Context: an optimization exercise on an open-source flow, tuned for small area and a short achievable clock period. The choices shown serve that exercise and are no tape-out recipe. Power figures rest on the tool's default switching activity, not on a simulated workload.

== main ==
==> module ALUPre, before the edit <==
module ALUPre #(parameter int NS1 = 2) (
  input  logic [31:0] A, B,
  input  logic [6:0] funct7,
  input  logic [2:0] funct3,
  input  logic v_logic, v_arith, v_shift, v_sll,
  output logic [31:0] X, Y,
  output logic cin,
  output logic [4-NS1:0] shamt,
  output logic fill, sel_r, sel_l
);
  logic [31:0] Ar, F;
  logic [31:0] s [0:NS1];
  logic left, sub, k11, k10;
  assign left = ~funct3[2];
  assign sub = funct7[5];
  assign fill = sub & A[31];
  always_comb
    for (int i = 0; i < 32; i++) Ar[i] = left ? A[31-i] : A[i];
  assign s[0] = Ar;
  genvar l;
  generate
    for (l = 0; l < NS1; l++) begin : sh
      localparam int D = 16 >> l;
      assign s[l+1] = B[4-l] ? {{D{fill}}, s[l][31:D]} : s[l];
    end
  endgenerate
  assign k11 = sub | funct3[1];
  assign k10 = ~sub & ~funct3[0];
  assign F = (A & B & {32{k11}}) | ((A ^ B) & {32{k10}}) | (~A & ~B & {32{sub}});
  assign X = (F & {32{v_logic}}) | (s[NS1] & {32{v_shift}});
  assign Y = A & (B ^ {32{sub}}) & {32{v_arith}};
  assign cin = v_arith & sub;
  assign shamt = B[4-NS1:0];
  assign sel_r = v_shift & ~v_sll;
  assign sel_l = v_sll;
endmodule
==> module ALUControl, before the edit <==
module ALUControl(
  input  logic [6:0] funct7,
  input  logic [2:0] funct3,
  input  logic [6:0] opcode,
  output logic v_logic,   
  output logic v_arith,   
  output logic v_shift,   
  output logic v_sll      
);
  logic rtype, f7z, f7s;
  assign rtype = (opcode == 7'b0110011);
  assign f7z   = rtype & (funct7 == 7'b0000000);
  assign f7s   = rtype & (funct7 == 7'b0100000);
  assign v_arith = (f7z | f7s) & (funct3 == 3'b000);
  assign v_logic = v_arith | (f7z & funct3[2] & ~funct3[0])        
                           | (f7z & (funct3 == 3'b111));            
  assign v_shift = (f7z & (funct3[1:0] == 2'b01)) | (f7s & (funct3 == 3'b101));
  assign v_sll   = f7z & (funct3 == 3'b001);
endmodule
==> module ALU_Pipeline, before the edit <==
module ALU_Pipeline(
  input  logic clk, rst,
  input  logic [31:0] A_in, B_in,
  input  logic [31:0] instr_in,
  output logic [31:0] Result_out,
  output logic Zero_out, Carry_out, Overflow_out, Negative_out
);
  localparam int NS1 = 2;
  logic [6:0] opcode, funct7;
  logic [2:0] funct3;
  logic v_logic, v_arith, v_shift, v_sll;
  logic [31:0] X_d, Y_d;
  logic cin_d, fill_d, sel_r_d, sel_l_d;
  logic [4-NS1:0] shamt_d;
  logic [31:0] X_reg, Y_reg;
  logic cin_reg, fill_reg, sel_r_reg, sel_l_reg;
  logic [4-NS1:0] shamt_reg;
  logic [31:0] Result_comb;
  logic Zero_comb, Carry_comb, Overflow_comb;
  InstructionDecoder decoder (
    .instruction(instr_in),
    .opcode(opcode),
    .funct3(funct3),
    .funct7(funct7)
  );
  ALUControl control (
    .opcode(opcode), .funct3(funct3), .funct7(funct7),
    .v_logic(v_logic), .v_arith(v_arith), .v_shift(v_shift), .v_sll(v_sll)
  );
  ALUPre #(.NS1(NS1)) pre (
    .A(A_in), .B(B_in), .funct7(funct7), .funct3(funct3),
    .v_logic(v_logic), .v_arith(v_arith), .v_shift(v_shift), .v_sll(v_sll),
    .X(X_d), .Y(Y_d), .cin(cin_d), .shamt(shamt_d),
    .fill(fill_d), .sel_r(sel_r_d), .sel_l(sel_l_d)
  );
  always_ff @(posedge clk or posedge rst) begin
    if (rst) begin
      X_reg <= 0;
      Y_reg <= 0;
      cin_reg <= 0;
      shamt_reg <= 0;
      fill_reg <= 0;
      sel_r_reg <= 0;
      sel_l_reg <= 0;
    end else begin
      X_reg <= X_d;
      Y_reg <= Y_d;
      cin_reg <= cin_d;
      shamt_reg <= shamt_d;
      fill_reg <= fill_d;
      sel_r_reg <= sel_r_d;
      sel_l_reg <= sel_l_d;
    end
  end
  ALU #(.NS1(NS1)) alu_inst (
    .X(X_reg), .Y(Y_reg), .cin(cin_reg), .shamt(shamt_reg),
    .fill(fill_reg), .sel_r(sel_r_reg), .sel_l(sel_l_reg),
    .Result(Result_comb),
    .Zero(Zero_comb),
    .Carry(Carry_comb),
    .Overflow(Overflow_comb)
  );
  always_ff @(posedge clk or posedge rst) begin
    if (rst) begin
      Result_out <= 0;
      Zero_out <= 0;
      Carry_out <= 0;
      Overflow_out <= 0;
    end else begin
      Result_out <= Result_comb;
      Zero_out <= Zero_comb;
      Carry_out <= Carry_comb;
      Overflow_out <= Overflow_comb;
    end
  end
  assign Negative_out = Result_out[31];
endmodule
clock: 7.0 ns
lec_check: 0
cap_margin: 20
core_margin: 2
core_utilization: 40
setup_slack_margin: 4.0
slew_margin: 20
run.sh (not shown) runs the stock make flow with config.mk's settings and CLKGATE_MAP_FILE= SYNTH_SCRIPT=/design/flow/synth_recipe.tcl, a recipe that flattens the netlist after the stock synthesis.
For the feature branch, these inputs were changed with respect to main:
==> flow/design.v, changed modules only <==
module ALUPre #(parameter int NS1 = 2) (
  input  logic [31:0] A, B,
  input  logic [6:0] funct7,
  input  logic [2:0] funct3,
  input  logic op_add, op_sub, op_and, op_or, op_xor, op_sll, op_srl, op_sra,
  output logic [31:0] X, Y,
  output logic cin,
  output logic [4-NS1:0] shamt,
  output logic fill, sel_r, sel_l
);
  logic [31:0] Ar;
  logic [31:0] s [0:NS1];
  logic left, fillbit, k11, k10, k01, k00;
  assign left = ~funct3[2];
  assign fillbit = funct7[5] & A[31];
  always_comb
    for (int i = 0; i < 32; i++) Ar[i] = left ? A[31-i] : A[i];
  assign s[0] = Ar;
  genvar l;
  generate
    for (l = 0; l < NS1; l++) begin : sh
      localparam int D = 16 >> l;
      assign s[l+1] = B[4-l] ? {{D{fillbit}}, s[l][31:D]} : s[l];
    end
  endgenerate
  assign k11 = op_sub | op_and | op_or;
  assign k10 = op_add | op_xor | op_or;
  assign k01 = op_add | op_xor | op_or;
  assign k00 = op_sub;
  assign X = (A & B & {32{k11}}) | (A & ~B & {32{k10}}) | (~A & B & {32{k01}})
           | (~A & ~B & {32{k00}}) | (s[NS1] & {32{op_sll | op_srl | op_sra}});
  assign Y = (A & B & {32{op_add}}) | (A & ~B & {32{op_sub}});
  assign cin = op_sub;
  assign shamt = B[4-NS1:0];
  assign fill = fillbit & op_sra;
  assign sel_r = op_srl | op_sra;
  assign sel_l = op_sll;
endmodule
module ALUControl(
  input  logic [6:0] funct7,
  input  logic [2:0] funct3,
  input  logic [6:0] opcode,
  output logic op_add, op_sub, op_and, op_or, op_xor, op_sll, op_srl, op_sra
);
  logic rtype, f7z, f7s;
  assign rtype = (opcode == 7'b0110011);
  assign f7z   = rtype & (funct7 == 7'b0000000);
  assign f7s   = rtype & (funct7 == 7'b0100000);
  assign op_add = f7z & (funct3 == 3'b000);
  assign op_sub = f7s & (funct3 == 3'b000);
  assign op_and = f7z & (funct3 == 3'b111);
  assign op_or  = f7z & (funct3 == 3'b110);
  assign op_xor = f7z & (funct3 == 3'b100);
  assign op_sll = f7z & (funct3 == 3'b001);
  assign op_srl = f7z & (funct3 == 3'b101);
  assign op_sra = f7s & (funct3 == 3'b101);
endmodule
module ALU_Pipeline(
  input  logic clk, rst,
  input  logic [31:0] A_in, B_in,
  input  logic [31:0] instr_in,
  output logic [31:0] Result_out,
  output logic Zero_out, Carry_out, Overflow_out, Negative_out
);
  localparam int NS1 = 2;
  logic [6:0] opcode, funct7;
  logic [2:0] funct3;
  logic op_add, op_sub, op_and, op_or, op_xor, op_sll, op_srl, op_sra;
  logic [31:0] X_d, Y_d;
  logic cin_d, fill_d, sel_r_d, sel_l_d;
  logic [4-NS1:0] shamt_d;
  logic [31:0] X_reg, Y_reg;
  logic cin_reg, fill_reg, sel_r_reg, sel_l_reg;
  logic [4-NS1:0] shamt_reg;
  logic [31:0] Result_comb;
  logic Zero_comb, Carry_comb, Overflow_comb;
  InstructionDecoder decoder (
    .instruction(instr_in),
    .opcode(opcode),
    .funct3(funct3),
    .funct7(funct7)
  );
  ALUControl control (
    .opcode(opcode), .funct3(funct3), .funct7(funct7),
    .op_add(op_add), .op_sub(op_sub), .op_and(op_and), .op_or(op_or),
    .op_xor(op_xor), .op_sll(op_sll), .op_srl(op_srl), .op_sra(op_sra)
  );
  ALUPre #(.NS1(NS1)) pre (
    .A(A_in), .B(B_in), .funct7(funct7), .funct3(funct3),
    .op_add(op_add), .op_sub(op_sub), .op_and(op_and), .op_or(op_or),
    .op_xor(op_xor), .op_sll(op_sll), .op_srl(op_srl), .op_sra(op_sra),
    .X(X_d), .Y(Y_d), .cin(cin_d), .shamt(shamt_d),
    .fill(fill_d), .sel_r(sel_r_d), .sel_l(sel_l_d)
  );
  always_ff @(posedge clk or posedge rst) begin
    if (rst) begin
      X_reg <= 0;
      Y_reg <= 0;
      cin_reg <= 0;
      shamt_reg <= 0;
      fill_reg <= 0;
      sel_r_reg <= 0;
      sel_l_reg <= 0;
    end else begin
      X_reg <= X_d;
      Y_reg <= Y_d;
      cin_reg <= cin_d;
      shamt_reg <= shamt_d;
      fill_reg <= fill_d;
      sel_r_reg <= sel_r_d;
      sel_l_reg <= sel_l_d;
    end
  end
  ALU #(.NS1(NS1)) alu_inst (
    .X(X_reg), .Y(Y_reg), .cin(cin_reg), .shamt(shamt_reg),
    .fill(fill_reg), .sel_r(sel_r_reg), .sel_l(sel_l_reg),
    .Result(Result_comb),
    .Zero(Zero_comb),
    .Carry(Carry_comb),
    .Overflow(Overflow_comb)
  );
  always_ff @(posedge clk or posedge rst) begin
    if (rst) begin
      Result_out <= 0;
      Zero_out <= 0;
      Carry_out <= 0;
      Overflow_out <= 0;
    end else begin
      Result_out <= Result_comb;
      Zero_out <= Zero_comb;
      Carry_out <= Carry_comb;
      Overflow_out <= Overflow_comb;
    end
  end
  assign Negative_out = Result_out[31];
endmodule
### Flow results
Compared with main, the feature branch shows final critical delay including setup and external delays higher by 0.074 ns. The feature branch against main: total power climbed about 8%, area added between synthesis and finish dropped 4.6 points, clock transition at the register clock pins on the worst setup and hold paths after CTS barely changed, pin count of the biggest net entering global routing climbed about 15%, multi-input gate share of total cell area dropped 0.71 points. HPWL after detailed placement in the feature branch vs main: down 9.7%. The feature branch vs. main: setup slack after layout dropped 0.074 ns, average size of a mapped cell climbed 1.9%.
Function was not checked in any run of this note: the RTL went through the layout flow alone.

## port drivers added, routing unchanged
In the flow no input, the clock included, has a driving cell. The finished layouts below were timed again as built, in two steps.
Step 1 assumes that a clkbuf_16 drives the clock port and a buf_2 every other input.
Step 2 times the ports against the registers' clock, not the clock port: input delays grow and output delays shrink by t, the midpoint of the rising clock arrivals with the driver on.
Slacks: ideal ports / drivers / drivers and shift; pairs: ideal ports / drivers.
run | t (ns) | setup slack, ns | hold WS [ns] | worst register clock-pin slew, ns | worst data-port slew with drivers (ns)
main | 0.405 | 3.891 / 3.909 / 3.503 | 0.551 / 0.551 / 0.551 | 0.08 / 0.08 | 0.05
the feature branch | 0.397 | 3.817 / 3.834 / 3.437 | 0.507 / 0.507 / 0.507 | 0.08 / 0.08 | 0.05
After both steps every run listed still meets setup and hold. The setup slack of main, which loses most, moves by +0.018 ns with the drivers and by -0.388 ns with both steps.
